Source: an optimization exercise on an open RTL-to-GDS flow (aim: a short achievable clock period and few clock cycles). Production flows keep margins and buffers that such runs may drop. The RTL was checked by simulation tests, not by an equivalence proof against the original design. Power is estimated from default activity; no workload was simulated.

<file path="flow/run.sh">
#!/bin/bash
# synth_recipe.tcl (not shown) runs the flow's synth.tcl, then flattens the netlist and writes it again
# the make line also repeats each setting of config.mk as NAME=value (left out here)
make -C /OpenROAD-flow-scripts/flow DESIGN_CONFIG=/design/flow/config.mk WORK_HOME=/design/flow/orfs CLKGATE_MAP_FILE= SYNTH_SCRIPT=/design/flow/synth_recipe.tcl finish
</file>
<file path="flow/config.mk">
export PLATFORM = sky130hd
export DESIGN_NAME = ARM
export DESIGN_NICKNAME = ARM
export VERILOG_FILES = /design/flow/design.v
export SDC_FILE = /design/flow/constraint.sdc
export NUM_CORES = 4
export LEC_CHECK = 0
export CAP_MARGIN = 20
export CORE_MARGIN = 2
export CORE_UTILIZATION = 40
export PLACE_DENSITY = 0.6
export SETUP_SLACK_MARGIN = 0.4
export SLEW_MARGIN = 20
</file>
<file path="flow/constraint.sdc">
create_clock -name core_clock -period 21.0 [get_ports {clk}]
set_input_delay 4.2000 -clock core_clock [delete_from_list [all_inputs] [get_ports {clk}]]
set_output_delay 4.2000 -clock core_clock [all_outputs]
set_load 0.01 [all_outputs]
</file>
<file path="flow/design.v">
module ARM (
    input clk,
    input rst,
    output [31:0] imem_addr,
    input [31:0] imem_data,
    output [17:0] SRAM_ADDR,
    output [15:0] SRAM_DQ_O,
    input [15:0] SRAM_DQ_I,
    output SRAM_WE_N
);
  wire adv;   
  reg  [31:0] pc;
  wire [31:0] pc4 = pc + 32'd4;
  wire        br_taken;
  reg  [31:0] e_target;
  always @(posedge clk)
    if (rst) pc <= 32'd0;
    else if (adv) pc <= br_taken ? e_target : pc4;
  assign imem_addr = pc;
  reg [31:0] d_inst, d_pc4;
  reg        d_valid;
  always @(posedge clk)
    if (rst) d_valid <= 1'b0;
    else if (adv) d_valid <= 1'b1;
  always @(posedge clk)
    if (adv) begin
      d_inst <= imem_data;
      d_pc4  <= pc4;
    end
  wire [3:0] d_cond = d_inst[31:28];
  wire [1:0] d_mode = d_inst[27:26];
  wire d_I = d_inst[25];
  wire [3:0] d_opc = d_inst[24:21];
  wire d_Sb = d_inst[20];
  wire [3:0] d_rn = d_inst[19:16];
  wire [3:0] d_rd = d_inst[15:12];
  wire [11:0] d_sh = d_inst[11:0];
  wire d_dp = d_valid & (d_mode == 2'b00);
  wire d_mem = d_valid & (d_mode == 2'b01) & (d_opc == 4'b0100);
  wire d_ldr = d_mem & d_Sb;
  wire d_str = d_mem & ~d_Sb;
  wire d_b = d_valid & (d_mode == 2'b10) & d_I;
  wire o_mov = d_opc == 4'b1101, o_mvn = d_opc == 4'b1111, o_add = d_opc == 4'b0100,
       o_adc = d_opc == 4'b0101, o_sub = d_opc == 4'b0010, o_sbc = d_opc == 4'b0110,
       o_and = d_opc == 4'b0000, o_orr = d_opc == 4'b1100, o_eor = d_opc == 4'b0001,
       o_cmp = d_opc == 4'b1010;
  wire d_wb = (d_dp & (o_mov | o_mvn | o_add | o_adc | o_sub | o_sbc | o_and | o_orr | o_eor)) | d_ldr;
  wire d_S = d_dp & d_Sb;
  wire a_mov = d_dp & o_mov;
  wire a_mvn = d_dp & o_mvn;
  wire a_add = (d_dp & o_add) | d_mem;
  wire a_adc = d_dp & o_adc;
  wire a_sub = d_dp & (o_sub | o_cmp);
  wire a_sbc = d_dp & o_sbc;
  wire a_orr = d_dp & o_orr;
  wire a_eor = d_dp & o_eor;
  wire a_and = d_dp & ~(o_mov | o_mvn | o_add | o_adc | o_sub | o_cmp | o_sbc | o_orr | o_eor);
  wire [3:0] d_src1 = d_rn;
  wire [3:0] d_src2 = d_str ? d_rd : d_sh[3:0];
  wire d_use1 = d_mem | (d_dp & ~(o_mov | o_mvn));
  wire d_use2 = d_str | (d_dp & ~d_I);
  wire [3:0] rotate_imm = d_sh[11:8];
  wire [7:0] immed_8 = d_sh[7:0];
  reg [31:0] shift_buffer, rot_imm;
  always @* begin
    shift_buffer = {24'd0, immed_8};
    rot_imm = shift_buffer >> (rotate_imm << 1) | shift_buffer << (32 - (rotate_imm << 1));
  end
  wire d_selimm = d_mem | d_I;
  wire [31:0] d_imm = d_mem ? {20'b0, d_sh} : rot_imm;
  wire [4:0] shift_imm = d_sh[11:7];
  wire [1:0] shift = d_sh[6:5];
  wire d_len = (shift == 2'b00) | (shift == 2'b11);
  wire [4:0] d_lamt = shift_imm;
  wire d_ren = (shift == 2'b01) | (shift == 2'b10) | ((shift == 2'b11) & (shift_imm <= 5'd5));
  wire [4:0] d_ramt = (shift == 2'b11) ? (5'd5 - shift_imm) : shift_imm;
  wire [31:0] d_target = d_pc4 + {{6{d_inst[23]}}, d_inst[23:0], 2'b00};
  reg [31:0] rf[0:15];
  reg w2_wb_en, w2_pend, w2_tag;
  reg [3:0] w2_dest;
  reg [31:0] w2_res;
  reg ld_now, ld_now_tag;
  reg [15:0] ld_lo;
  wire w2_arrive = w2_pend & ld_now & (w2_tag == ld_now_tag);
  wire [31:0] w2_val = w2_pend ? {SRAM_DQ_I, ld_lo} : w2_res;
  reg [15:0] rf_wr;
  always @(posedge clk)
    if (rst) rf_wr <= 16'd0;
    else if (adv & w2_wb_en) rf_wr[w2_dest] <= 1'b1;
  always @(posedge clk)
    if (adv & w2_wb_en) rf[w2_dest] <= w2_val;
  wire [31:0] rf1 = rf_wr[d_src1] ? rf[d_src1] : {28'd0, d_src1};
  wire [31:0] rf2 = rf_wr[d_src2] ? rf[d_src2] : {28'd0, d_src2};
  wire [31:0] d_val1 = (w2_wb_en && w2_dest == d_src1) ? w2_val : rf1;
  wire [31:0] d_val2 = (w2_wb_en && w2_dest == d_src2) ? w2_val : rf2;
  reg [3:0] e_cond, e_dest;
  reg e_wb, e_S, e_ldr, e_str, e_b, e_use1, e_use2;
  reg e_mov, e_mvn, e_add, e_adc, e_sub, e_sbc, e_and, e_orr, e_eor;
  reg [31:0] e_val1, e_val2, e_imm;
  reg e_selimm, e_len, e_ren;
  reg [4:0] e_lamt, e_ramt;
  reg [3:0] e_s1, e_s2;
  reg m_wb_en, m_pend, m_tag;
  reg [3:0] m_dest;
  reg [31:0] m_res;
  reg w_wb_en, w_pend, w_tag;
  reg [3:0] w_dest;
  reg [31:0] w_res;
  wire e_wb_now;   
  wire n1_w = (d_src1 == m_dest) & m_wb_en;
  wire n1_m = ~n1_w & (d_src1 == e_dest) & e_wb_now;
  wire n1_2 = ~n1_w & ~n1_m & (d_src1 == w_dest) & w_wb_en;
  wire n2_w = (d_src2 == m_dest) & m_wb_en;
  wire n2_m = ~n2_w & (d_src2 == e_dest) & e_wb_now;
  wire n2_2 = ~n2_w & ~n2_m & (d_src2 == w_dest) & w_wb_en;
  always @(posedge clk)
    if (rst) begin
      {e_wb, e_S, e_ldr, e_str, e_b, e_use1, e_use2} <= 7'b0;
    end else if (adv) begin
      e_wb <= d_wb;
      e_S <= d_S;
      e_ldr <= d_ldr;
      e_str <= d_str;
      e_b <= d_b;
      e_use1 <= d_use1;
      e_use2 <= d_use2;
    end
  always @(posedge clk)
    if (adv) begin
      e_cond <= d_cond;
      e_dest <= d_rd;
      {e_mov, e_mvn, e_add, e_adc, e_sub, e_sbc, e_and, e_orr, e_eor} <=
          {a_mov, a_mvn, a_add, a_adc, a_sub, a_sbc, a_and, a_orr, a_eor};
      e_val1 <= d_val1;
      e_val2 <= d_val2;
      e_imm <= d_imm;
      e_selimm <= d_selimm;
      e_len <= d_len;
      e_ren <= d_ren;
      e_lamt <= d_lamt;
      e_ramt <= d_ramt;
      e_target <= d_target;
      e_s1 <= {~(n1_w | n1_m | n1_2), n1_2, n1_m, n1_w};
      e_s2 <= {~(n2_w | n2_m | n2_2), n2_2, n2_m, n2_w};
    end
  reg [3:0] flags;   
  wire fN = flags[3], fZ = flags[2], fC = flags[1], fV = flags[0];
  reg pass;
  always @* begin
    case (e_cond)
      4'd0: pass = fZ;
      4'd1: pass = ~fZ;
      4'd2: pass = fC;
      4'd3: pass = ~fC;
      4'd4: pass = fN;
      4'd5: pass = ~fN;
      4'd6: pass = fV;
      4'd7: pass = ~fV;
      4'd8: pass = fC & ~fZ;
      4'd9: pass = ~fC & fZ;
      4'd10: pass = fN == fV;
      4'd11: pass = fN != fV;
      4'd12: pass = ~fZ & (fN == fV);
      4'd13: pass = fZ | (fN != fV);
      default: pass = 1'b1;
    endcase
  end
  wire s1_w = e_s1[0], s1_m = e_s1[1], s1_2 = e_s1[2], s1_i = e_s1[3];
  wire s2_w = e_s2[0], s2_m = e_s2[1], s2_2 = e_s2[2], s2_i = e_s2[3];
  wire [31:0] op1 = ({32{s1_w}} & w_res) | ({32{s1_m}} & m_res) | ({32{s1_2}} & w2_res) | ({32{s1_i}} & e_val1);
  wire [31:0] op2 = ({32{s2_w}} & w_res) | ({32{s2_m}} & m_res) | ({32{s2_2}} & w2_res) | ({32{s2_i}} & e_val2);
  wire pend1 = (s1_w & w_pend) | (s1_m & m_pend) | (s1_2 & w2_pend);
  wire pend2 = (s2_w & w_pend) | (s2_m & m_pend) | (s2_2 & w2_pend);
  wire [31:0] shl = e_len ? (op2 << e_lamt) : 32'd0;
  wire [31:0] shr = e_ren ? (op2 >> e_ramt) : 32'd0;
  wire [31:0] a = op1;
  wire [31:0] b = e_selimm ? e_imm : (shl | shr);
  wire inv = e_sub | e_sbc;
  wire [31:0] bb = inv ? ~b : b;
  wire cin = (e_adc & fC) | e_sub | (e_sbc & ~fC);
  wire [32:0] sum = {1'b0, a} + {1'b0, bb} + {32'd0, cin};
  wire arith = e_add | e_adc | e_sub | e_sbc;
  wire [31:0] lres = ({32{e_mov}} & b) | ({32{e_mvn}} & ~b) |
                     ({32{e_and}} & (a & b)) | ({32{e_orr}} & (a | b)) | ({32{e_eor}} & (a ^ b));
  wire [31:0] res = ({32{arith}} & sum[31:0]) | lres;
  wire [31:0] zk = {a[30:0] | bb[30:0], cin};
  wire zsum = ((a ^ bb) ^ zk) == 32'd0;
  wire rN = res[31];
  wire rZ = arith ? zsum : (lres == 32'd0);
  wire a_pos = ~a[31] & (a != 32'd0);
  wire b_pos = ~b[31] & (b != 32'd0);
  wire r_pos = ~res[31] & ~rZ;
  wire rC = (e_add & (a[31] ^ b[31] ^ sum[32])) | (e_adc & sum[32]);
  wire rV = ((e_add | e_adc) & ((a_pos & b_pos & res[31]) | (a[31] & b[31] & r_pos))) |
            ((e_sub | e_sbc) & ((a_pos & b[31] & res[31]) | (a[31] & b_pos & r_pos)));
  wire e_memop = (e_ldr | e_str) & pass;
  assign e_wb_now = e_wb & pass;
  assign br_taken = e_b & pass;
  localparam [1:0] S_IDLE = 2'd0, S_STLO = 2'd1, S_LDLO = 2'd2, S_HI = 2'd3;
  reg [1:0] sst;
  reg hi_ld, ld_tag;
  reg [17:0] sa;
  reg swe_n;
  reg [15:0] sdo, st_hi;
  wire port_busy = (sst == S_STLO) | (sst == S_LDLO);
  wire stall = (e_memop & port_busy) | (pass & ((e_use1 & pend1) | (e_use2 & pend2)));
  assign adv = ~stall;
  wire issue = adv & e_memop;
  always @(posedge clk) begin
    if ((sst == S_HI) & hi_ld) ld_lo <= SRAM_DQ_I;
    if (rst) begin
      sst <= S_IDLE;
      swe_n <= 1'b1;
      ld_now <= 1'b0;
      ld_now_tag <= 1'b0;
      hi_ld <= 1'b0;
    end else begin
      ld_now <= (sst == S_HI) & hi_ld;
      ld_now_tag <= ld_tag;
      if (issue) begin
        sa <= {sum[18:2], 1'b0};
        swe_n <= ~e_str;
        sdo <= op2[15:0];
        st_hi <= op2[31:16];
        sst <= e_str ? S_STLO : S_LDLO;
        if (e_ldr) ld_tag <= ~ld_tag;
      end else begin
        case (sst)
          S_STLO: begin
            sa[0] <= 1'b1;
            sdo <= st_hi;
            swe_n <= 1'b0;
            sst <= S_HI;
            hi_ld <= 1'b0;
          end
          S_LDLO: begin
            sa[0] <= 1'b1;
            swe_n <= 1'b1;
            sst <= S_HI;
            hi_ld <= 1'b1;
          end
          default: begin
            swe_n <= 1'b1;
            sst <= S_IDLE;
          end
        endcase
      end
    end
  end
  assign SRAM_ADDR = sa;
  assign SRAM_WE_N = swe_n;
  assign SRAM_DQ_O = sdo;
  always @(posedge clk)
    if (rst) flags <= 4'd0;
    else if (adv & e_S & pass) flags <= {rN, rZ, rC, rV};
  wire [31:0] ld_word = {SRAM_DQ_I, ld_lo};
  wire nm_wb_en = adv ? (e_wb & pass) : m_wb_en;
  wire nm_pend = adv ? (e_ldr & pass) : m_pend;
  wire nm_tag = adv ? ~ld_tag : m_tag;
  wire [3:0] nm_dest = adv ? e_dest : m_dest;
  wire [31:0] nm_res = adv ? res : m_res;
  wire nw_wb_en = adv ? m_wb_en : w_wb_en;
  wire nw_pend = adv ? m_pend : w_pend;
  wire nw_tag = adv ? m_tag : w_tag;
  wire [3:0] nw_dest = adv ? m_dest : w_dest;
  wire [31:0] nw_res = adv ? m_res : w_res;
  wire n2_wb_en = adv ? w_wb_en : w2_wb_en;
  wire n2_pend = adv ? w_pend : w2_pend;
  wire n2_tag = adv ? w_tag : w2_tag;
  wire [3:0] n2_dest = adv ? w_dest : w2_dest;
  wire [31:0] n2_res = adv ? w_res : w2_res;
  wire am = ld_now & nm_pend & (nm_tag == ld_now_tag);
  wire aw = ld_now & nw_pend & (nw_tag == ld_now_tag);
  wire a2 = ld_now & n2_pend & (n2_tag == ld_now_tag);
  always @(posedge clk)
    if (rst) begin
      {m_wb_en, m_pend, w_wb_en, w_pend, w2_wb_en, w2_pend} <= 6'd0;
    end else begin
      m_wb_en <= nm_wb_en;
      m_pend <= nm_pend & ~am;
      w_wb_en <= nw_wb_en;
      w_pend <= nw_pend & ~aw;
      w2_wb_en <= n2_wb_en;
      w2_pend <= n2_pend & ~a2;
    end
  always @(posedge clk) begin
    m_tag <= nm_tag;
    m_dest <= nm_dest;
    m_res <= am ? ld_word : nm_res;
    w_tag <= nw_tag;
    w_dest <= nw_dest;
    w_res <= aw ? ld_word : nw_res;
    w2_tag <= n2_tag;
    w2_dest <= n2_dest;
    w2_res <= a2 ? ld_word : n2_res;
  end
endmodule
</file>
==> metrics.csv, run 1 <==
stage,metric,value,unit
status,status,finished clean,
timing,Final Cycle Share,35.6,%
timing,Tmin final,7.47,ns
global_routing,antenna violations before repair,6,
die,Die Y,379,um
critical_path,worst r2r src,e_ramt[0],
place,pre-CTS setup slack,13.10,ns
min_path,worst hold path class,reg -> reg,
synthesis,Post-synth EDFFs,916,
cells_and_area,final cell count without fillers,6471,
timing,"Setup violations, final",0,
global_routing,pin count of the biggest net entering global routing,126,
cells_and_area,FILL cells,12700,
die,FP Rows,137,
die,core area,140000,um^2
timing,Post-Route Setup TNS,0,ns
place,hpwl dp,136000,um
clocking,Clock Latency Late Sink,0.78,ns
min_path,HP Start,d_pc4[0],
timing,slew margin rel.,22.5,%
synthesis,top_reg_cell synth,edfxtp_1,
place,routability cong.,1.01,
drt,Final ANT Viol Nets,0,
synthesis,Synth cell types,100,
min_path,Hold Path Stages,0,
run,Max Cap Violations,0,
synthesis,synth cell count leaders,"edfxtp_1, nand2_1, mux4_2",
place,Placed Cells,6274,
clocking,H-tree depth,3,
synthesis,Synth area leaders,"edfxtp_1, mux4_2, ha_1, dfxtp_1, nand2_1",
die,starting density of the core,40.3,%
timing,setup ws final,13.53,ns
critical_path,"Max stage delay cell, worst path",clkinv_1,
critical_path,CP max stage delay,0.58,ns
critical_path,reg-to-reg setup timing slack,13.53,ns
critical_path,R2R depth,22,
timing,Hold WS,0.426,ns
timing,max frequency,0.134,GHz
synthesis,Post-Syn Area,56300,um^2
synthesis,syn nets,4704,
critical_path,WP data arrival,7.96,ns
synthesis,#FFs+latches synth,995,
timing,count of pins over their slew limit,0,
synthesis,Yosys warnings,1,
timing,Worst Skew,0.106,ns
cells_and_area,ratio of cells with drive above 1 in the final layout,16.8,%
timing,unrepaired setup endpoints after global routing,no,
synthesis,Yosys top cell by area,edfxtp_1,
die,die area,144000,um^2
clocking,number of buffers created by CTS,106,
clocking,Post-CTS Hold Fix Bufs,0,
clocking,Clock Pin Slew Worst Setup and Hold Paths,0.07,ns
drt,initial drt markers,5371,
critical_path,critical path launch point type,register,
synthesis,Post-Syn Area per Cell,12.6,um^2
clocking,Clock Sinks,995,
clocking,clock tree buffer depth,3,
timing,Fin. Hold Viols,0,
synthesis,fraction of registers with async set/reset,0,%
global_routing,GR Util All Layers,27.7,%
drt,Vias/cell,6.32,
synthesis,Synth top area share,48.9,%
global_routing,first-pass GRT wire length,288000,um
critical_path,Setup CP Type,reg -> reg,
timing,Tightest Pin Transition,1.14,ns
cells_and_area,Final nets,4728,
min_path,worst hold path endpoint,e_target[0],
place,IO buf count,116,
clocking,Clock Root Buffer,clkbuf_16,
clocking,post-CTS sizing,0,
drt,routed via count,40900,
drt,final WL,201000,um
global_routing,grt ovf,0,
die,Die W,379,um
synthesis,Synth Instances,4483,
power,leakage power,22.5,nW
clocking,TritonCTS clock tree,built,
critical_path,Crit Path Max Fanout,41,
power,worst ir drop on vdd,0.0687,mV
critical_path,R2R Path End,m_res[30],
critical_path,CP Cell Sequence,buf_4 > clkinv_1 > buf_16 > mux4_2 > mux4_2 > nor2_1 > o32a_1 > xnor2_1 > fa_1 > fa_1 > a211oi_1 > nor2_1 > o21bai_1 > a41oi_1 > a221oi_1 > a2111oi_0 > nor3_1 > o31ai_1 > a31oi_1 > xnor2_1 > a21oi_1 > a21oi_1,
power,Power Dens Cells,77.2,nW/um^2
clocking,post-CTS setup buffer count,0,
drt,First-pass DRT Iterations,7,
die,# IOs,117,
drt,DR DRC count,0,
critical_path,Worst Setup End Kind,register,
global_routing,number of global-route vias before repair,39500,
synthesis,register area share after synthesis,51.7,%
critical_path,WP data required,21.49,ns
cells_and_area,Syn-to-layout area delta,12.1,%
synthesis,top-count cell post-synth,edfxtp_1,
drt,average wire per standard cell,31.0,um
-- flip-flops by register name, indices dropped and copies added (netlist names), 5 cells and up, named ones only --
name      cells
st_hi        16
m_res        32
d_pc4        32
w_res        32
d_inst       32
e_val2       32
ld_lo        16
pc           32
e_imm        32
rf          512
e_target     32
rf_wr        16
sa           18
e_lamt        5
sdo          16
e_val1       32
w2_res       32
-- layout by cell type (no fill, tap or decap), types with 61 or more instances in the layout --
master,count
a22oi_1,142
mux2_2,76
xnor2_1,125
nand2_1,415
nand3_1,126
mux4_2,341
ha_1,168
xor2_1,61
mux2i_1,78
nor2_1,272
clkbuf_16,106
edfxtp_1,916
clkdlybuf4s50_1,115
dfxtp_1,74
a21oi_1,179
inv_1,211
nor3_1,83
o21ai_0,183
buf_4,91
-- critical path, delay by kind of cell, from the launching register on --
kind	cells	cell delay, ns
buf+inv	3	1.38
compound gates	10	2.55
simple gates	3	0.67
xor+xnor	2	0.27
mux	2	1.01
fa+ha+maj	2	1.02
flops	1	0.32
-- logic make-up (layout without fill, tap and decap cells) --
| logic type | Yosys count | count (layout) | synth area share (%) |
|---|---|---|---|
| muxes | 499 | 499 | 16.6 |
| DFF | 995 | 995 | 51.7 |
| buffers and inverters | 515 | 626 | 3.68 |
| and+or+nand+nor | 1172 | 1172 | 9.66 |
| xor gates and xnor gates | 186 | 186 | 2.90 |
| adders and majority gates | 171 | 171 | 3.84 |
| other | 0 | 1 | 0 |
| AOI/OAI and AO/OA | 945 | 945 | 11.6 |
-- layout make-up --
cell class                 instances  area [um^2]  share of cell area, %
inverter                         220          833                   1.32
antenna                            1         2.50                0.00397
sequential                       995        29100                   46.1
timing repair buffer             211         1930                   3.05
clock buffer                     141         2870                   4.56
multi-input combinational       2973        25300                   40.1
tap                             1876         2350                   3.72
clock inverter                    54          691                   1.10
-- worst max-delay path by stage --
stage               from         to  slack, ns  cells past startpoint
5_1_grt        e_ramt[0]  m_res[30]      13.10                     22
3_3_place_gp   e_ramt[0]  m_res[30]      13.14                     21
4_1_cts        e_ramt[0]  m_res[30]      13.13                     21
3_5_place_dp   e_ramt[0]  m_res[30]      13.10                     21
2_1_floorplan    e_s2[0]     e_use2      11.38                     13
6_report       e_ramt[0]  m_res[30]      13.53                     22
-- routing by layer --
layer	up-vias	global-route usage [%]	wire length [um]
li1	17500	-	-
met1	20800	37.3	80700
met2	2150	43.1	92000
met3	450	5.48	17800
met4	10	12.9	10100
met5	-	0	118
-- where the power goes --
part	switching (W)	leakage [nW]	total, W	internal (W)
registers	0.0000577	9.88	0.00228	0.00222
clock network	0.000828	1.73	0.00193	0.00110
logic	0.000419	10.9	0.000660	0.000242
-- through the flow --
| stage | utilization, % | total power [W] | cell area (um^2) |
|---|---|---|---|
| 6_report | 45.2 | 0.00487 | 63100 |
| 5_1_grt | 45.2 | 0.00502 | 63100 |
| 4_1_cts | 45.2 | 0.00489 | 63000 |
| 3_5_place_dp | 42.6 | 0.00296 | 59500 |
| 3_3_place_gp | 42.6 | 0.00296 | 59500 |
| 2_1_floorplan | - | 0.00271 | 56300 |
Testbench counts, summed over its fixed seeds: cycles 43,177.
==> inputs of run 2 (changes only) <==
==> flow/config.mk (replaced) <==
export PLATFORM = sky130hd
export DESIGN_NAME = ARM
export DESIGN_NICKNAME = ARM
export VERILOG_FILES = /design/flow/design.v
export SDC_FILE = /design/flow/constraint.sdc
export NUM_CORES = 4
export LEC_CHECK = 0
export CAP_MARGIN = 70
export CORE_MARGIN = 2
export CORE_UTILIZATION = 55
export PLACE_DENSITY = 0.7
export SETUP_SLACK_MARGIN = 0.4
export SLEW_MARGIN = 70
==> run 2 against run 1 <==
Compared with the run above: first-iteration DRC count up 12%; still clean on timing, DRC and antenna; final cell count is 6.3% lower; critical path depth up 2; global-route usage rose by 9.8 points; fmax grew 12%; highest routed layer unchanged; combinational power up 8.5%; synthesized cell count stayed put; hold slack improved by 0.0059 ns; critical endpoint unchanged; cell area grew 2.6%.
==> metrics.csv, run 2 <==
stage,metric,value,unit,change
cells_and_area,FILL cells,7565,,-40%
cells_and_area,Final nets,4826,,+2.1%
die,Die Y,324,um,-15%
cells_and_area,register area,29100,um^2,about the same
synthesis,synth cell count leaders,"edfxtp_1, nand2_1, mux4_2",,
synthesis,#FFs+latches synth,995,,unchanged
critical_path,Crit Path Max Fanout,36,,-12%
cells_and_area,"commonest non-fill, non-tap cell in the layout",edfxtp_1,,
critical_path,Setup CP Type,reg -> reg,,
place,IO buf count,116,,unchanged
global_routing,number of global-route vias before repair,40300,,+1.9%
timing,count of pins over their slew limit,0,,unchanged
synthesis,Synth cell types,100,,unchanged
timing,max frequency,0.150,GHz,+12%
power,Power Dens Cells,74.6,nW/um^2,-3.3%
power,worst ir drop on vdd,0.0743,mV,+8.1%
clocking,Clock Root Buffer,clkbuf_16,,
clocking,Clock Pin Slew Worst Setup and Hold Paths,0.06,ns,about the same
place,pre-CTS setup slack,14.17,ns,+1.06 ns
status,status,finished clean,,
cells_and_area,ratio of cells with drive above 1 in the final layout,22.8,%,+6.0 points
die,FP Rows,117,,-15%
timing,Post-Route Setup TNS,0,ns,unchanged
drt,routed via count,42300,,+3.4%
critical_path,CP max stage delay,0.50,ns,-0.08 ns
clocking,number of buffers created by CTS,104,,-1.9%
synthesis,Post-Syn Area,56300,um^2,unchanged
synthesis,Synth Instances,4483,,unchanged
cells_and_area,Multi-input gate area,26500,um^2,+4.6%
cells_and_area,end-of-flow core utilization,63.7,%,+19 points
synthesis,Synth top area share,48.9,%,unchanged
critical_path,WP data required,21.44,ns,-0.05 ns
critical_path,"Max stage delay cell, worst path",fa_1,,
global_routing,antenna violations before repair,3,,-3
timing,setup ws final,14.33,ns,+0.801 ns
timing,Fin. Hold Viols,0,,unchanged
clocking,TritonCTS clock tree,built,,
global_routing,grt ovf,0,,unchanged
die,# IOs,117,,unchanged
drt,final WL,196000,um,-2.2%
place,placed cell area,60900,um^2,+2.5%
synthesis,Yosys top cell by area,edfxtp_1,,
synthesis,register area share after synthesis,51.7,%,unchanged
clocking,Post-CTS Hold Fix Bufs,0,,unchanged
drt,average wire per standard cell,32.4,um,+4.4%
critical_path,CP Cell Sequence,buf_6 > a22o_1 > a221oi_1 > buf_4 > mux4_2 > mux2i_1 > a221o_1 > o32a_1 > xnor2_1 > fa_1 > fa_1 > a211oi_1 > nor2_1 > o21bai_1 > a41oi_1 > a221oi_2 > clkbuf_2 > a2111oi_4 > nor3_2 > o31ai_1 > a31oi_1 > xnor2_1 > a21oi_1 > a21oi_1,,
synthesis,Post-synth EDFFs,916,,unchanged
timing,slew margin rel.,66.2,%,+44 points
synthesis,Synth area leaders,"edfxtp_1, mux4_2, ha_1, dfxtp_1, nand2_1",,
die,die area,105000,um^2,-27%
timing,Worst Skew,0.0453,ns,-0.0609 ns
cells_and_area,max reg flops,512,,unchanged
synthesis,top_reg_cell synth,edfxtp_1,,
critical_path,Worst Setup End Kind,register,,
global_routing,first-pass GRT wire length,283000,um,-1.6%
global_routing,pin count of the biggest net entering global routing,84,,-33%
drt,DR DRC count,0,,unchanged
min_path,worst hold path class,reg -> reg,,
timing,Tightest Pin Transition,0.507,ns,-0.637 ns
power,leakage power,23.3,nW,+3.5%
drt,Vias/cell,6.97,,+10%
clocking,H-tree depth,3,,unchanged
synthesis,fraction of registers with async set/reset,0,%,unchanged
global_routing,GR Util All Layers,37.4,%,+9.8 points
timing,Tmin final,6.67,ns,-0.801 ns
die,Die W,324,um,-15%
cells_and_area,Biggest register,rf,,
drt,initial drt markers,5990,,+12%
timing,Final Cycle Share,31.8,%,-3.8 points
clocking,post-CTS setup buffer count,0,,unchanged
critical_path,critical path launch point type,register,,
timing,"Setup violations, final",0,,unchanged
clocking,Clock Sinks,995,,unchanged
timing,unrepaired setup endpoints after global routing,no,,
synthesis,syn nets,4704,,unchanged
cells_and_area,Syn-to-layout area delta,15.1,%,
critical_path,reg-to-reg setup timing slack,14.33,ns,+0.80 ns
critical_path,WP data arrival,7.11,ns,-0.85 ns
critical_path,"CP delay by family, top",compound AO/OA/AOI/OAI gates,,
die,starting density of the core,55.4,%,+15 points
place,routability cong.,1.09,,+7.8%
cells_and_area,Post-Layout Inst Area,64700,um^2,+2.6%
critical_path,Buf/Inv on CP,3,,unchanged
drt,Final ANT Viol Nets,0,,unchanged
clocking,clock tree buffer depth,3,,unchanged
drt,First-pass DRT Iterations,6,,-1
synthesis,Post-Syn Area per Cell,12.6,um^2,unchanged
synthesis,Yosys warnings,1,,unchanged
place,hpwl dp,137000,um,+0.64%
die,core area,102000,um^2,-27%
synthesis,top-count cell post-synth,edfxtp_1,,
clocking,Clock Latency Late Sink,0.72,ns,-0.06 ns
clocking,post-CTS sizing,0,,unchanged
cells_and_area,most frequent cells in the layout,"edfxtp_1, nand2_1, mux4_2",,
run,Max Cap Violations,0,,unchanged
## run 2: per-stage QoR
step | cells | hold slack (ns) | power [W]
3_3_place_gp | 5770 | 0.401 | 0.00295
6_report | 6063 | 0.432 | 0.00483
5_1_grt | 6062 | 0.446 | 0.00496
3_5_place_dp | 5854 | 0.417 | 0.00300
4_1_cts | 6049 | 0.432 | 0.00482
2_1_floorplan | 4483 | 0.400 | 0.00271
## run 2: layout make-up
type,count,share of cell area [%]
sequential,995,45.0
multi-input combinational,2973,40.9
timing repair buffer,311,4.96
clock buffer,138,4.39
tap,1368,2.64
inverter,220,1.32
clock inverter,57,0.852
antenna,1,0.00387
## run 2: path summary, 6_finish.rpt
| check | from | endpoint | depth (start not counted) |
|---|---|---|---|
| setup / recovery | e_s2[0] | m_res[30] | 24 |
| hold / removal | d_pc4[0] | e_target[0] | 0 |
| setup reg to reg | e_s2[0] | m_res[30] | 24 |
| hold reg to reg | d_pc4[0] | e_target[0] | 0 |
## run 2: kinds of logic (layout without fill, tap and decap cells)
family	after synthesis	count (layout)	share of synthesized area [%]
adders and majority gates	171	171	3.84
muxes	499	499	16.6
xor gates and xnor gates	186	186	2.90
DFF	995	995	51.7
AOI/OAI and AO/OA	945	945	11.6
buffers and inverters	515	726	3.68
other	0	1	0
and+or+nand+nor	1172	1172	9.66
## run 2: power by group
part	total (W)	switching, W	internal (W)	leakage (nW)
combinational	0.000716	0.000448	0.000269	11.7
clock	0.00184	0.000801	0.00104	1.67
sequential	0.00227	0.0000516	0.00222	9.88
## run 2: metal layers
| metal | up-vias | global-route usage (%) | share of wire (%) |
|---|---|---|---|
| met2 | 3034 | 56.7 | 45 |
| met1 | 20900 | 50.6 | 38 |
| met3 | 594 | 7.50 | 11 |
| met4 | 2 | 21.6 | 6.8 |
| met5 | - | 0 | 0.0066 |
| li1 | 17700 | - | - |
==> inputs of run 3 (changes only) <==
==> flow/flow/run.sh (new file) <==
#!/bin/bash
# The standard layout, with repair_timing asked to leave a large setup
# margin at the design's own clock period and constraints, so that it sizes
# and buffers the critical paths (the period is measured as period - slack).
set -euo pipefail
bash standard.sh SETUP_SLACK_MARGIN=14.5 finish > standard_flow.log 2>&1
==> flow/standard.sh (new file) <==
#!/bin/bash
# synth_recipe.tcl (not shown) runs the flow's synth.tcl, then flattens the netlist and writes it again
# the make line also repeats each setting of config.mk as NAME=value (left out here)
make -C /OpenROAD-flow-scripts/flow DESIGN_CONFIG=/design/flow/config.mk WORK_HOME=/design/flow/orfs CLKGATE_MAP_FILE= SYNTH_SCRIPT=/design/flow/synth_recipe.tcl "${@:-finish}"
removed: flow/run.sh
==> run 3 against run 2 <==
Compared with the run above: synthesized cell count did not move; critical path depth grew 1; sequential power about the same; die area is the same; worst setup slack better by 0.36 ns; still clean on timing, DRC and antenna; sequential cell count did not move; global-route usage up 0.97 points; clock-buffer cell count down 8; largest cell class unchanged; cell area rose by 0.36%.
==> metrics.csv, run 3 <==
stage,metric,value,unit,change
cells_and_area,Final nets,4846,,+0.41%
clocking,TritonCTS clock tree,built,,
timing,count of pins over their slew limit,0,,unchanged
timing,Post-Route Setup TNS,0,ns,unchanged
critical_path,Crit Path Max Fanout,36,,unchanged
timing,max frequency,0.158,GHz,+5.6%
critical_path,WP data required,21.44,ns,about the same
synthesis,Post-Syn Area per Cell,12.6,um^2,unchanged
cells_and_area,most frequent cells in the layout,"edfxtp_1, nand2_1, mux4_2",,
power,total power,0.00485,W,+0.30%
cells_and_area,Syn-to-layout area delta,15.5,%,
drt,Final ANT Viol Nets,0,,unchanged
critical_path,R2R Path End,m_res[30],,
synthesis,Synth Instances,4483,,unchanged
cells_and_area,max reg flops,512,,unchanged
global_routing,GR Util All Layers,38.4,%,+0.97 points
clocking,number of buffers created by CTS,102,,-1.9%
critical_path,R2R depth,25,,+4.2%
critical_path,reg-to-reg setup timing slack,14.68,ns,+0.36 ns
synthesis,fraction of registers with async set/reset,0,%,unchanged
clocking,clock tree buffer depth,3,,unchanged
timing,unrepaired setup endpoints after global routing,no,,
critical_path,worst r2r src,e_s2[1],,
power,Comb pwr share,14.9,%,about the same
status,status,finished clean,,
power,sw frac,27.1,%,+0.18 points
global_routing,antenna violations before repair,3,,unchanged
drt,First-pass DRT Iterations,8,,+2
run,Max Cap Violations,0,,unchanged
synthesis,top-count cell post-synth,edfxtp_1,,
power,sequential power share,47.0,%,about the same
cells_and_area,final cell count without fillers,6079,,+0.26%
timing,Tmin final,6.32,ns,-0.356 ns
cells_and_area,FILL cells,7597,,+0.42%
synthesis,Synth area leaders,"edfxtp_1, mux4_2, ha_1, dfxtp_1, nand2_1",,
synthesis,Synth cell types,100,,unchanged
critical_path,Buf/Inv on CP,5,,+2
min_path,HP Start,d_inst[30],,
critical_path,WP data arrival,6.76,ns,-0.35 ns
clocking,H-tree depth,3,,unchanged
min_path,worst hold path class,reg -> reg,,
synthesis,Post-synth EDFFs,916,,unchanged
power,NetSw,0.00131,W,+0.95%
drt,Vias/cell,7.02,,+0.76%
die,Die W,324,um,unchanged
cells_and_area,Multi-input gate area,26300,um^2,-0.44%
cells_and_area,register area,29100,um^2,about the same
critical_path,CP max stage delay,0.44,ns,-0.06 ns
global_routing,pin count of the biggest net entering global routing,82,,-2.4%
critical_path,Setup CP Type,reg -> reg,,
die,die area,105000,um^2,unchanged
die,# IOs,117,,unchanged
global_routing,grt ovf,0,,unchanged
synthesis,top_reg_cell synth,edfxtp_1,,
power,worst ir drop on vdd,0.0804,mV,+8.2%
drt,routed via count,42700,,+1.0%
die,FP Rows,117,,unchanged
power,Int Pwr,0.00353,W,about the same
global_routing,number of global-route vias before repair,40500,,+0.67%
critical_path,critical path launch point type,register,,
synthesis,Synth top area share,48.9,%,unchanged
cells_and_area,"commonest non-fill, non-tap cell in the layout",edfxtp_1,,
synthesis,syn nets,4704,,unchanged
die,Die Y,324,um,unchanged
timing,Tightest Pin Transition,0.548,ns,+0.0410 ns
global_routing,first-pass GRT wire length,289000,um,+2.0%
power,Power Dens Cells,74.6,nW/um^2,about the same
drt,average wire per standard cell,33.2,um,+2.7%
clocking,Clock Latency Late Sink,0.73,ns,about the same
place,routability cong.,1.09,,-0.37%
synthesis,Yosys top cell by area,edfxtp_1,,
power,leakage power,23.4,nW,+0.53%
drt,initial drt markers,6045,,+0.92%
die,starting density of the core,55.4,%,unchanged
timing,"Setup violations, final",0,,unchanged
min_path,worst hold path endpoint,e_cond[2],,
critical_path,"Max stage delay cell, worst path",ha_1,,
synthesis,register area share after synthesis,51.7,%,unchanged
critical_path,Worst Setup SP,e_s2[1],,
die,core area,102000,um^2,unchanged
synthesis,synth cell count leaders,"edfxtp_1, nand2_1, mux4_2",,
clocking,Clock Sinks,995,,unchanged
timing,Fin. Hold Viols,0,,unchanged
clocking,Clock Pin Slew Worst Setup and Hold Paths,0.06,ns,about the same
clocking,Clock Root Buffer,clkbuf_16,,
min_path,Hold Path Stages,0,,unchanged
timing,Final Cycle Share,30.1,%,-1.7 points
drt,final WL,202000,um,+3.0%
synthesis,Post-Syn Area,56300,um^2,unchanged
timing,slew margin rel.,63.5,%,-2.7 points
cells_and_area,Biggest register,rf,,
synthesis,#FFs+latches synth,995,,unchanged
critical_path,Worst Setup End Kind,register,,
place,hpwl dp,142000,um,+3.3%
timing,Worst Skew,0.0489,ns,+0.00362 ns
power,clock share of power,38.1,%,about the same
clocking,Post-CTS Hold Fix Bufs,0,,unchanged
synthesis,Yosys warnings,1,,unchanged
cells_and_area,ratio of cells with drive above 1 in the final layout,22.9,%,+0.16 points
drt,DR DRC count,0,,unchanged
place,Placed Cells,5867,,+0.22%
place,IO buf count,116,,unchanged
critical_path,"CP delay by family, top",compound AO/OA/AOI/OAI gates,,
[run 3: cells by family after synthesis]
group	Yosys count	share of synthesized area, %
buf+inv	515	3.68
compound gates	945	11.6
simple gates	1172	9.66
mux	499	16.6
fa+ha+maj	171	3.84
xor+xnor	186	2.90
flops	995	51.7
[run 3: repair_timing]
| item | 4_1_cts | 5_1_grt |
|---|---|---|
| resized for setup | 6 | 30 |
| pin swaps | 1 | 2 |
| setup buffers | 1 | 8 |
| setup endpoints to repair | 6 | 13 |
[run 3: power by group through the flow]
| stage | Combinational, W | Clock (W) | Sequential [W] |
|---|---|---|---|
| after detailed placement | 0.000684 | 0 | 0.00231 |
| after floorplan | 0.000421 | 0 | 0.00229 |
| after global routing | 0.000754 | 0.00194 | 0.00228 |
| after CTS | 0.000689 | 0.00186 | 0.00227 |
| final | 0.000720 | 0.00185 | 0.00228 |
| after global placement | 0.000632 | 0 | 0.00232 |
[run 3: cell type report]
cell class              instances  area share, %
clock buffers                 130           4.22
flip-flops and latches        995           44.8
multi-input cells            2973           40.5
inverters                     220           1.31
clock inverters                58          0.978
well taps                    1368           2.63
diodes                          2        0.00770
repair buffers                333           5.52
[run 3: metal layers]
layer / up-vias / track usage [%] / part of all wire [%]
met4: 4 / 21.6 / 6.7
li1: 17700 / - / -
met5: - / 0 / 0.013
met1: 21400 / 52.8 / 38
met3: 589 / 7.00 / 11
met2: 3004 / 58.1 / 45
[run 3: worst max path at each step]
| stage | end | slack [ns] | cells past startpoint |
|---|---|---|---|
| after floorplan | sa[10] | 14.56 | 3 |
| after global placement | m_res[30] | 14.07 | 22 |
| after detailed placement | m_res[30] | 14.24 | 22 |
| after CTS | m_res[30] | 14.50 | 22 |
| after global routing | flags[0] | 14.50 | 24 |
| final | m_res[30] | 14.68 | 25 |
[run 3: metrics by stage]
stage	setup WS, ns	cell area, um^2	hold slack [ns]	utilization (%)
detailed placement	14.24	61000	0.405	60.1
global placement	14.07	58900	0.402	57.9
floorplan	14.56	56300	0.400	-
CTS	14.50	64400	0.419	63.4
finish	14.68	65000	0.419	64.0
global route	14.50	65000	0.426	63.9
==> inputs of run 4 (changes only) <==
--- a/flow/design.v
+++ b/flow/design.v
@@ -178,7 +178,8 @@
   wire inv = e_sub | e_sbc;
   wire [31:0] bb = inv ? ~b : b;
   wire cin = (e_adc & fC) | e_sub | (e_sbc & ~fC);
-  wire [32:0] sum = {1'b0, a} + {1'b0, bb} + {32'd0, cin};
+  wire [33:0] sumc = {1'b0, a, 1'b1} + {1'b0, bb, cin};
+  wire [32:0] sum = sumc[33:1];
   wire arith = e_add | e_adc | e_sub | e_sbc;
   wire [31:0] lres = ({32{e_mov}} & b) | ({32{e_mvn}} & ~b) |
                      ({32{e_and}} & (a & b)) | ({32{e_orr}} & (a | b)) | ({32{e_eor}} & (a ^ b));
==> flow/flow/run.sh (replaced) <==
#!/bin/bash
# The standard layout, with repair_timing asked to leave a large setup
# margin at the design's own clock period and constraints, so that it sizes
# and buffers the critical paths (the period is measured as period - slack).
set -euo pipefail
bash standard.sh SETUP_SLACK_MARGIN=16.5 finish > standard_flow.log 2>&1
==> run 4 against run 3 <==
Compared with the run above: sequential power about the same; clock-buffer cell count is 11 lower; hold slack worse by 0.0051 ns; via count up 1.6%; routed wire length increased by 4.2%; register-to-register slack better by 0.45 ns; synthesized cell count is 0.29% higher; worst setup slack improved by 0.45 ns; die area shrank 0.22%; highest routed layer unchanged.
==> metrics.csv, run 4 <==
stage,metric,value,unit,change
run,Max Cap Violations,0,,unchanged
critical_path,WP data required,21.46,ns,+0.02 ns
cells_and_area,most frequent cells in the layout,"edfxtp_1, nand2_1, mux4_2",,
critical_path,CP Cell Sequence,buf_6 > buf_16 > buf_6 > a22oi_2 > and2_4 > mux4_2 > mux2i_4 > o311a_1 > a221o_2 > xnor2_2 > ha_4 > nand3_4 > o21bai_4 > a2111oi_4 > a21oi_4 > or3_4 > a21oi_4 > o2111a_1 > nor2_2 > mux2i_2 > or2_1 > mux2_2,,
critical_path,critical path depth,22,,-12%
global_routing,first-pass GRT wire length,300000,um,+3.7%
drt,Final ANT Viol Nets,0,,unchanged
drt,final WL,210000,um,+4.2%
clocking,number of buffers created by CTS,105,,+2.9%
synthesis,synth cell count leaders,"edfxtp_1, nand2_1, mux4_2",,
synthesis,register area share after synthesis,51.8,%,+0.11 points
die,core area,101000,um^2,-0.14%
global_routing,number of global-route vias before repair,41800,,+3.0%
timing,Tmin final,5.87,ns,-0.450 ns
power,leakage power,24.9,nW,+6.4%
min_path,HP Start,d_inst[28],,
min_path,worst hold path class,reg -> reg,,
synthesis,Yosys warnings,1,,unchanged
global_routing,pin count of the biggest net entering global routing,82,,unchanged
timing,unrepaired setup endpoints after global routing,yes,,
drt,average wire per standard cell,33.7,um,+1.4%
synthesis,Synth Instances,4496,,+0.29%
power,worst ir drop on vdd,0.114,mV,+41%
synthesis,top_reg_cell synth,edfxtp_1,,
place,hpwl dp,145000,um,+2.0%
clocking,Clock Latency Late Sink,0.74,ns,about the same
timing,Post-Route Setup TNS,0,ns,unchanged
critical_path,Buf/Inv on CP,3,,-2
power,Power Dens Cells,74.7,nW/um^2,about the same
synthesis,Yosys top cell by area,edfxtp_1,,
die,die area,105000,um^2,-0.22%
cells_and_area,ratio of cells with drive above 1 in the final layout,31.7,%,+8.8 points
timing,Final Cycle Share,27.9,%,-2.1 points
timing,Fin. Hold Viols,0,,unchanged
synthesis,Synth area leaders,"edfxtp_1, mux4_2, ha_1, nand2_1, dfxtp_1",,
critical_path,WP data arrival,6.32,ns,-0.44 ns
critical_path,"Max stage delay cell, worst path",a221o_2,,
synthesis,fraction of registers with async set/reset,0,%,unchanged
die,Die Y,324,um,-0.11%
critical_path,R2R depth,22,,-12%
die,starting density of the core,55.3,%,about the same
drt,First-pass DRT Iterations,6,,-2
place,IO buf count,116,,unchanged
clocking,Clock Root Buffer,clkbuf_16,,
timing,slew margin rel.,66.3,%,+2.8 points
synthesis,Synth cell types,98,,-2.0%
critical_path,Worst Setup End Kind,register,,
timing,Tightest Pin Transition,0.500,ns,-0.0480 ns
cells_and_area,ANT cells,0,,-2
synthesis,Post-Syn Area,56100,um^2,-0.22%
cells_and_area,Final nets,5002,,+3.2%
clocking,Clock Pin Slew Worst Setup and Hold Paths,0.06,ns,about the same
place,routability cong.,1.03,,-5.3%
clocking,clock tree buffer depth,3,,unchanged
clocking,Clock Sinks,995,,unchanged
critical_path,Crit Path Max Fanout,8,,-78%
clocking,H-tree depth,3,,unchanged
critical_path,"CP delay by family, top",compound AO/OA/AOI/OAI gates,,
die,FP Rows,117,,unchanged
critical_path,Worst Setup SP,e_s2[0],,
timing,"Setup violations, final",0,,unchanged
critical_path,Setup CP Type,reg -> reg,,
synthesis,Post-synth EDFFs,916,,unchanged
critical_path,worst r2r src,e_s2[0],,
synthesis,Post-Syn Area per Cell,12.5,um^2,-0.51%
clocking,TritonCTS clock tree,built,,
cells_and_area,"commonest non-fill, non-tap cell in the layout",edfxtp_1,,
min_path,Hold Path Stages,0,,unchanged
cells_and_area,max reg flops,512,,unchanged
cells_and_area,Syn-to-layout area delta,21.5,%,
drt,Vias/cell,6.95,,-1.0%
timing,Worst Skew,0.0576,ns,+0.00867 ns
critical_path,CP max stage delay,0.46,ns,+0.02 ns
cells_and_area,FILL cells,7166,,-5.7%
status,status,finished clean,,
synthesis,syn nets,4717,,+0.28%
drt,initial drt markers,5961,,-1.4%
global_routing,grt ovf,0,,unchanged
critical_path,critical path launch point type,register,,
cells_and_area,Biggest register,rf,,
synthesis,#FFs+latches synth,995,,unchanged
synthesis,top-count cell post-synth,edfxtp_1,,
die,# IOs,117,,unchanged
timing,count of pins over their slew limit,0,,unchanged
synthesis,Synth top area share,49.0,%,+0.11 points
cells_and_area,end-of-flow core utilization,67.3,%,+3.3 points
drt,DR DRC count,0,,unchanged
global_routing,antenna violations before repair,4,,+1
die,Die W,324,um,-0.11%
global_routing,GR Util All Layers,40.1,%,+1.7 points
timing,max frequency,0.170,GHz,+7.7%
drt,routed via count,43400,,+1.6%
[run 4: cell count changes in the layout (fill, tap and decap cells not counted), moves of 20 or more]
cell             delta
mux2_4             +31
dfxtp_4            +30
clkdlybuf4s50_1    -77
xnor2_1            -20
dfxtp_1            -32
buf_4             +141
a22oi_2            +24
o21ai_0            -32
o21ai_1            +44
a22oi_1            -21
mux2_2             -33
buf_6              +35
buf_2              +22
[run 4: what timing repair did]
item,4_1_cts,5_1_grt
gates cloned,2,6
gates resized for setup,525,97
setup buffers,118,39
endpoints found under the setup margin,390,338
pin swaps,66,64
hold buffers,0,0
hold endpoints to repair,0,0
[run 4: layout make-up]
cell class,instances,area (um^2),share of cell area (%)
timing repair inverter,2,10.0,0.0147
inverter,205,861,1.26
sequential,995,29200,42.8
timing repair buffer,482,5020,7.36
multi-input combinational,2990,27700,40.6
tap,1368,1710,2.51
clock inverter,81,1050,1.53
clock buffer,119,2680,3.93
[run 4: kinds of logic (layout without fill, tap and decap cells)]
family | Yosys count | in the layout | share of synthesized area, %
AND/OR/NAND/NOR | 1180 | 1180 | 9.60
XOR/XNOR | 180 | 180 | 2.81
buffers and inverters | 511 | 889 | 3.63
adder cells (fa/ha/maj) | 171 | 171 | 3.84
AO/OA/AOI/OAI | 958 | 958 | 11.6
flip-flops | 995 | 995 | 51.8
multiplexers | 501 | 501 | 16.7
[run 4: worst paths after layout]
check                    to  slack [ns]
setup / recovery  m_res[31]       15.13
hold / removal    e_cond[0]        0.41
setup reg to reg  m_res[31]       15.13
hold reg to reg   e_cond[0]        0.41
[run 4: report_power, final]
group	leakage [nW]	internal (W)	switching (W)
sequential	9.91	0.00222	0.0000524
combinational	13.2	0.000327	0.000486
clock	1.77	0.00116	0.000846
[run 4: worst register-to-register path: cells and delay by family, from the launching register on]
| family | cells | cell delay [ns] |
|---|---|---|
| AO/OA/AOI/OAI | 8 | 2.13 |
| AND/OR/NAND/NOR | 5 | 1.06 |
| multiplexers | 4 | 0.97 |
| buffers and inverters | 3 | 0.47 |
| flip-flops | 1 | 0.42 |
| adder cells (fa/ha/maj) | 1 | 0.33 |
| XOR/XNOR | 1 | 0.20 |
[run 4: metrics by stage]
stage / total power [W] / cells / instance area (um^2) / setup WS (ns) / hold WS, ns
after CTS: 0.00505 / 6188 / 67200 / 15.21 / 0.419
after global placement: 0.00297 / 5780 / 59500 / 14.31 / 0.401
after detailed placement: 0.00301 / 5868 / 61700 / 14.53 / 0.405
after floorplan: 0.00272 / 4496 / 57100 / 15.62 / 0.400
after global routing: 0.00522 / 6242 / 68200 / 15.01 / 0.421
final: 0.00509 / 6242 / 68200 / 15.13 / 0.414
[run 4: metal layers]
layer	routed length [um]	track usage [%]
met5	32	0
met4	14600	23.5
met3	22400	8.29
met2	94900	60.8
met1	78500	53.8
Testbench counts of run 4, summed over its fixed seeds: cycles 43,177.
==> inputs of run 5 (changes only) <==
--- a/flow/design.v
+++ b/flow/design.v
@@ -92,12 +92,16 @@
   wire [31:0] rf1 = rf_wr[d_src1] ? rf[d_src1] : {28'd0, d_src1};
   wire [31:0] rf2 = rf_wr[d_src2] ? rf[d_src2] : {28'd0, d_src2};
   wire [31:0] d_val1 = (w2_wb_en && w2_dest == d_src1) ? w2_val : rf1;
-  wire [31:0] d_val2 = (w2_wb_en && w2_dest == d_src2) ? w2_val : rf2;
+  wire d_byp2 = w2_wb_en && w2_dest == d_src2;
+  wire [31:0] d_val2 = d_byp2 ? w2_val : rf2;
+  wire [31:0] d_val2r = d_byp2 ? w2_res : rf2;   
   reg [3:0] e_cond, e_dest;
-  reg e_wb, e_S, e_ldr, e_str, e_b, e_use1, e_use2;
+  reg e_wb, e_S, e_ldr, e_str, e_isb, e_use1, e_use2;
   reg e_mov, e_mvn, e_add, e_adc, e_sub, e_sbc, e_and, e_orr, e_eor;
-  reg [31:0] e_val1, e_val2, e_imm;
-  reg e_selimm, e_len, e_ren;
+  reg [31:0] e_val1, e_val2;
+  reg e_len, e_ren;
+  reg [31:0] e_b, e_bb;
+  reg e_bok;
   reg [4:0] e_lamt, e_ramt;
   reg [3:0] e_s1, e_s2;
   reg m_wb_en, m_pend, m_tag;
@@ -113,15 +117,20 @@
   wire n2_w = (d_src2 == m_dest) & m_wb_en;
   wire n2_m = ~n2_w & (d_src2 == e_dest) & e_wb_now;
   wire n2_2 = ~n2_w & ~n2_m & (d_src2 == w_dest) & w_wb_en;
+  wire [31:0] pre_src = n2_w ? m_res : n2_2 ? w_res : d_val2r;
+  wire pre_ok = ~n2_m & ~(n2_w & m_pend) & ~(n2_2 & w_pend) & ~(~n2_w & ~n2_2 & d_byp2 & w2_pend);
+  wire [31:0] pre_sh = (d_len ? (pre_src << d_lamt) : 32'd0) | (d_ren ? (pre_src >> d_ramt) : 32'd0);
+  wire [31:0] d_bval = d_selimm ? d_imm : pre_sh;
+  wire d_inv = a_sub | a_sbc;
   always @(posedge clk)
     if (rst) begin
-      {e_wb, e_S, e_ldr, e_str, e_b, e_use1, e_use2} <= 7'b0;
+      {e_wb, e_S, e_ldr, e_str, e_isb, e_use1, e_use2} <= 7'b0;
     end else if (adv) begin
       e_wb <= d_wb;
       e_S <= d_S;
       e_ldr <= d_ldr;
       e_str <= d_str;
-      e_b <= d_b;
+      e_isb <= d_b;
       e_use1 <= d_use1;
       e_use2 <= d_use2;
     end
@@ -133,8 +142,6 @@
           {a_mov, a_mvn, a_add, a_adc, a_sub, a_sbc, a_and, a_orr, a_eor};
       e_val1 <= d_val1;
       e_val2 <= d_val2;
-      e_imm <= d_imm;
-      e_selimm <= d_selimm;
       e_len <= d_len;
       e_ren <= d_ren;
       e_lamt <= d_lamt;
@@ -171,12 +178,11 @@
   wire [31:0] op2 = ({32{s2_w}} & w_res) | ({32{s2_m}} & m_res) | ({32{s2_2}} & w2_res) | ({32{s2_i}} & e_val2);
   wire pend1 = (s1_w & w_pend) | (s1_m & m_pend) | (s1_2 & w2_pend);
   wire pend2 = (s2_w & w_pend) | (s2_m & m_pend) | (s2_2 & w2_pend);
-  wire [31:0] shl = e_len ? (op2 << e_lamt) : 32'd0;
-  wire [31:0] shr = e_ren ? (op2 >> e_ramt) : 32'd0;
-  wire [31:0] a = op1;
-  wire [31:0] b = e_selimm ? e_imm : (shl | shr);
   wire inv = e_sub | e_sbc;
-  wire [31:0] bb = inv ? ~b : b;
+  wire [31:0] ex_sh = (e_len ? (op2 << e_lamt) : 32'd0) | (e_ren ? (op2 >> e_ramt) : 32'd0);
+  wire [31:0] a = op1;
+  wire [31:0] b = e_b;
+  wire [31:0] bb = e_bb;
   wire cin = (e_adc & fC) | e_sub | (e_sbc & ~fC);
   wire [33:0] sumc = {1'b0, a, 1'b1} + {1'b0, bb, cin};
   wire [32:0] sum = sumc[33:1];
@@ -196,7 +202,7 @@
             ((e_sub | e_sbc) & ((a_pos & b[31] & res[31]) | (a[31] & b_pos & r_pos)));
   wire e_memop = (e_ldr | e_str) & pass;
   assign e_wb_now = e_wb & pass;
-  assign br_taken = e_b & pass;
+  assign br_taken = e_isb & pass;
   localparam [1:0] S_IDLE = 2'd0, S_STLO = 2'd1, S_LDLO = 2'd2, S_HI = 2'd3;
   reg [1:0] sst;
   reg hi_ld, ld_tag;
@@ -204,7 +210,7 @@
   reg swe_n;
   reg [15:0] sdo, st_hi;
   wire port_busy = (sst == S_STLO) | (sst == S_LDLO);
-  wire stall = (e_memop & port_busy) | (pass & ((e_use1 & pend1) | (e_use2 & pend2)));
+  wire stall = (e_memop & port_busy) | (pass & ((e_use1 & pend1) | (e_str & pend2) | ~e_bok));
   assign adv = ~stall;
   wire issue = adv & e_memop;
   always @(posedge clk) begin
@@ -215,6 +221,7 @@
       ld_now <= 1'b0;
       ld_now_tag <= 1'b0;
       hi_ld <= 1'b0;
+      ld_tag <= 1'b0;
     end else begin
       ld_now <= (sst == S_HI) & hi_ld;
       ld_now_tag <= ld_tag;
@@ -252,6 +259,18 @@
   assign SRAM_WE_N = swe_n;
   assign SRAM_DQ_O = sdo;
   always @(posedge clk)
+    if (adv) begin
+      e_b  <= d_bval;
+      e_bb <= d_bval ^ {32{d_inv}};
+    end else if (~e_bok) begin
+      e_b  <= ex_sh;
+      e_bb <= ex_sh ^ {32{inv}};
+    end
+  always @(posedge clk)
+    if (rst) e_bok <= 1'b1;
+    else if (adv) e_bok <= d_selimm | ~d_use2 | pre_ok;
+    else if (~e_bok) e_bok <= ~pend2;
+  always @(posedge clk)
     if (rst) flags <= 4'd0;
     else if (adv & e_S & pass) flags <= {rN, rZ, rC, rV};
   wire [31:0] ld_word = {SRAM_DQ_I, ld_lo};
==> flow/flow/run.sh (replaced) <==
#!/bin/bash
# The standard layout, with repair_timing asked to leave a large setup
# margin at the design's own clock period and constraints, so that it sizes
# and buffers the critical paths (the period is measured as period - slack).
set -euo pipefail
bash standard.sh SETUP_SLACK_MARGIN=15.8 finish > standard_flow.log 2>&1
--- a/flow/config.mk
+++ b/flow/config.mk
@@ -7,7 +7,7 @@
 export LEC_CHECK = 0
 export CAP_MARGIN = 70
 export CORE_MARGIN = 2
-export CORE_UTILIZATION = 55
-export PLACE_DENSITY = 0.7
+export CORE_UTILIZATION = 45
+export PLACE_DENSITY = 0.62
 export SETUP_SLACK_MARGIN = 0.4
 export SLEW_MARGIN = 70
==> run 5 against run 4 <==
Compared with the run above: still clean; die area rose by 43%; non-clock buffer count rose by 227; sequential share of layout area down 6.4 points; clock-buffer cell count up 22; utilization down 11 points.
==> metrics.csv, run 5 <==
stage,metric,value,unit,change
timing,Fin. Hold Viols,0,,unchanged
die,starting density of the core,45.4,%,-9.9 points
timing,slew margin rel.,63.4,%,-2.9 points
synthesis,Yosys warnings,1,,unchanged
clocking,Clock Root Buffer,clkbuf_16,,
cells_and_area,register area,30100,um^2,+3.1%
timing,Post-Route Setup TNS,0,ns,unchanged
drt,First-pass DRT Iterations,8,,+2
power,leakage power,30.7,nW,+23%
power,total power,0.00577,W,+13%
clocking,number of buffers created by CTS,117,,+11%
status,status,finished clean,,
critical_path,Buf/Inv on CP,1,,-2
drt,initial drt markers,8937,,+50%
clocking,clock tree buffer depth,3,,unchanged
cells_and_area,FILL cells,12100,,+68%
synthesis,synth cell count leaders,"edfxtp_1, nand2_1, nor2_1",,
timing,unrepaired setup endpoints after global routing,yes,,
synthesis,#FFs+latches synth,1026,,+3.1%
synthesis,Synth top area share,42.9,%,-6.1 points
drt,Final ANT Viol Nets,0,,unchanged
synthesis,Yosys top cell by area,edfxtp_1,,
clocking,Post-CTS Hold Fix Bufs,0,,unchanged
die,core area,146000,um^2,+44%
critical_path,"CP delay by family, top",flip-flops,,
timing,"Setup violations, final",0,,unchanged
synthesis,register area share after synthesis,45.4,%,-6.4 points
critical_path,Crit Path Max Fanout,1,,-7
timing,Tightest Pin Transition,0.547,ns,+0.0467 ns
cells_and_area,Biggest register,rf,,
critical_path,critical path launch point type,register,,
clocking,Clock Pin Slew Worst Setup and Hold Paths,0.06,ns,about the same
clocking,Clock Sinks,1026,,+3.1%
critical_path,Setup CP Type,reg -> out,,
critical_path,"Max stage delay cell, worst path",edfxtp_1,,
timing,Final Cycle Share,26.5,%,-1.5 points
critical_path,Worst Setup End Kind,primary output,,
drt,final WL,296000,um,+41%
die,Die Y,387,um,+20%
die,# IOs,117,,unchanged
global_routing,pin count of the biggest net entering global routing,65,,-21%
synthesis,Post-Syn Area,66200,um^2,+18%
global_routing,number of global-route vias before repair,56100,,+34%
die,die area,150000,um^2,+43%
critical_path,WP data required,16.80,ns,-4.66 ns
synthesis,Synth area leaders,"edfxtp_1, mux4_2, mux2i_1, nand2_1, ha_1",,
power,Power Dens Cells,69.7,nW/um^2,-6.6%
drt,average wire per standard cell,34.3,um,+1.8%
critical_path,CP Cell Sequence,buf_2,,
clocking,H-tree depth,3,,unchanged
synthesis,top-count cell post-synth,edfxtp_1,,
global_routing,GR Util All Layers,38.4,%,-1.7 points
timing,max frequency,0.180,GHz,+5.5%
die,Die W,387,um,+20%
drt,Vias/cell,6.91,,-0.56%
clocking,Clock Latency Late Sink,0.80,ns,+0.06 ns
place,IO buf count,116,,unchanged
synthesis,Synth cell types,114,,+16%
timing,count of pins over their slew limit,0,,unchanged
cells_and_area,most frequent cells in the layout,"edfxtp_1, nand2_1, nor2_1",,
synthesis,Post-synth EDFFs,946,,+3.3%
cells_and_area,Final nets,6827,,+36%
timing,Tmin final,5.56,ns,-0.307 ns
power,worst ir drop on vdd,0.0755,mV,-34%
cells_and_area,Syn-to-layout area delta,25.0,%,
die,FP Rows,140,,+20%
cells_and_area,ratio of cells with drive above 1 in the final layout,27.6,%,-4.1 points
cells_and_area,"commonest non-fill, non-tap cell in the layout",edfxtp_1,,
synthesis,Post-Syn Area per Cell,10.6,um^2,-15%
global_routing,first-pass GRT wire length,417000,um,+39%
drt,DR DRC count,0,,unchanged
synthesis,syn nets,6490,,+38%
run,Max Cap Violations,0,,unchanged
critical_path,WP data arrival,1.36,ns,-4.96 ns
critical_path,CP max stage delay,0.43,ns,-0.03 ns
clocking,TritonCTS clock tree,built,,
place,hpwl dp,203000,um,+40%
drt,routed via count,59600,,+38%
synthesis,fraction of registers with async set/reset,0,%,unchanged
min_path,worst hold path class,reg -> reg,,
global_routing,grt ovf,0,,unchanged
cells_and_area,Multi-input gate area,37300,um^2,+35%
place,routability cong.,1.03,,about the same
global_routing,antenna violations before repair,7,,+3
timing,Worst Skew,0.0766,ns,+0.0190 ns
synthesis,top_reg_cell synth,edfxtp_1,,
cells_and_area,max reg flops,512,,unchanged
synthesis,Synth Instances,6269,,+39%
[run 5: cell types whose count changed after synthesis, moves of 122 or more]
cell      previous run  this run
mux4_2             343       221
clkbuf_1           206       337
nand2_1            445       604
o21ai_0            214       339
nor2_1             271       447
a21oi_1            183       421
mux2i_1             84       239
[run 5: final timing paths]
| path | start | endpoint | slack (ns) | cells after the start |
|---|---|---|---|---|
| min | d_pc4[0] | e_target[0] | 0.42 | 0 |
| max | sa[0] | SRAM_ADDR[0] | 15.44 | 1 |
| min reg2reg | d_pc4[0] | e_target[0] | 0.42 | 0 |
| max reg2reg | d_inst[20] | e_b[18] | 15.45 | 22 |
[run 5: cell type report]
| class | instances | area share (%) |
|---|---|---|
| Timing Repair Buffer | 709 | 9.59 |
| Tap cell | 1917 | 2.90 |
| Clock inverter | 80 | 1.14 |
| Sequential cell | 1026 | 36.4 |
| Inverter | 227 | 1.10 |
| Antenna cell | 7 | 0.0212 |
| Multi-Input combinational cell | 4525 | 45.2 |
| Clock buffer | 141 | 3.67 |
[run 5: per-stage QoR]
step / setup WS, ns / hold slack (ns) / instances / area [um^2] / utilization, %
2_1_floorplan: 15.61 / 0.400 / 6269 / 66200 / -
3_3_place_gp: 13.65 / 0.404 / 7977 / 69300 / 47.5
3_5_place_dp: 14.75 / 0.414 / 8144 / 73600 / 50.5
4_1_cts: 15.39 / 0.425 / 8544 / 80800 / 55.5
5_1_grt: 15.39 / 0.428 / 8628 / 82700 / 56.7
6_report: 15.44 / 0.422 / 8632 / 82700 / 56.7
[run 5: cells by family after synthesis]
kind of cell / after synthesis / share of synthesized area (%)
mux: 592 / 13.4
compound gates: 1753 / 18.1
simple gates: 1801 / 12.7
buf+inv: 719 / 4.46
flops: 1026 / 45.4
xor+xnor: 207 / 2.74
fa+ha+maj: 171 / 3.26
[run 5: layer usage]
metal | track usage [%] | share of wire [%]
met2 | 56.6 | 43
met3 | 10.0 | 12
met5 | 0 | 0.0094
met1 | 48.6 | 36
met4 | 28.2 | 8.8
[run 5: report_power, final]
| part | internal (W) | leakage, nW | switching [W] |
|---|---|---|---|
| Sequential | 0.00230 | 10.2 | 0.0000723 |
| Clock | 0.00121 | 1.90 | 0.000918 |
| Combinational | 0.000481 | 18.5 | 0.000784 |
[run 5: what timing repair did]
| item | in CTS | in global routing |
|---|---|---|
| gates cloned | 29 | 1 |
| endpoints found under the setup margin | 133 | 133 |
| gates resized for setup | 605 | 175 |
| pin swaps | 82 | 119 |
| setup buffers | 150 | 62 |
[run 5: worst reg2reg max path, cell delays in order (launching register included)]
cell	delay (ns)
edfxtp_1	0.41
or4b_4	0.63
o21ai_4	0.25
buf_12	0.17
nand2_8	0.06
buf_16	0.15
buf_16	0.14
buf_12	0.14
buf_6	0.12
buf_8	0.12
a2111oi_4	0.34
a211oi_2	0.09
a211o_4	0.44
a221oi_4	0.38
buf_6	0.17
buf_12	0.10
buf_6	0.09
o32ai_4	0.09
mux4_2	0.54
a222oi_1	0.38
buf_2	0.20
a311oi_1	0.09
a21o_1	0.18
Testbench counts of run 5, summed over its fixed seeds: cycles 43,485.

[what the ideal ports hide]
How much do the figures lean on ideal ports? The routed layouts below were timed once more, with nothing changed but the port constraints.
Step 1, drivers: a clkbuf_16 drives clk and a buf_2 each remaining input, both assumed.
Step 2 moves the port delays by t, midway between the first and last clock arrival at a register: inputs arrive t later, outputs are due t later. That takes back most of the time a late clock gives input paths.
Slacks: ideal / step 1 / step 2; pairs: ideal / step 1.
run	t, ns	setup slack, ns	hold WS [ns]	latest minus earliest clock arrival (ns)
run 1	0.810	13.529 / 13.529 / 13.529	0.426 / 0.426 / 0.426	0.107 / 0.106
run 2	0.773	14.329 / 14.329 / 14.329	0.432 / 0.432 / 0.432	0.046 / 0.046
run 3	0.778	14.685 / 14.685 / 14.685	0.419 / 0.419 / 0.419	0.049 / 0.049
run 4	0.780	15.134 / 15.134 / 15.134	0.414 / 0.414 / 0.414	0.060 / 0.060
run 5	0.846	15.441 / 15.357 / 15.062	0.422 / 0.422 / 0.422	0.081 / 0.081
After both steps setup and hold are still met in every run listed. The setup slack of run 5, which loses most, moves by -0.084 ns with the drivers and by -0.379 ns with both steps.
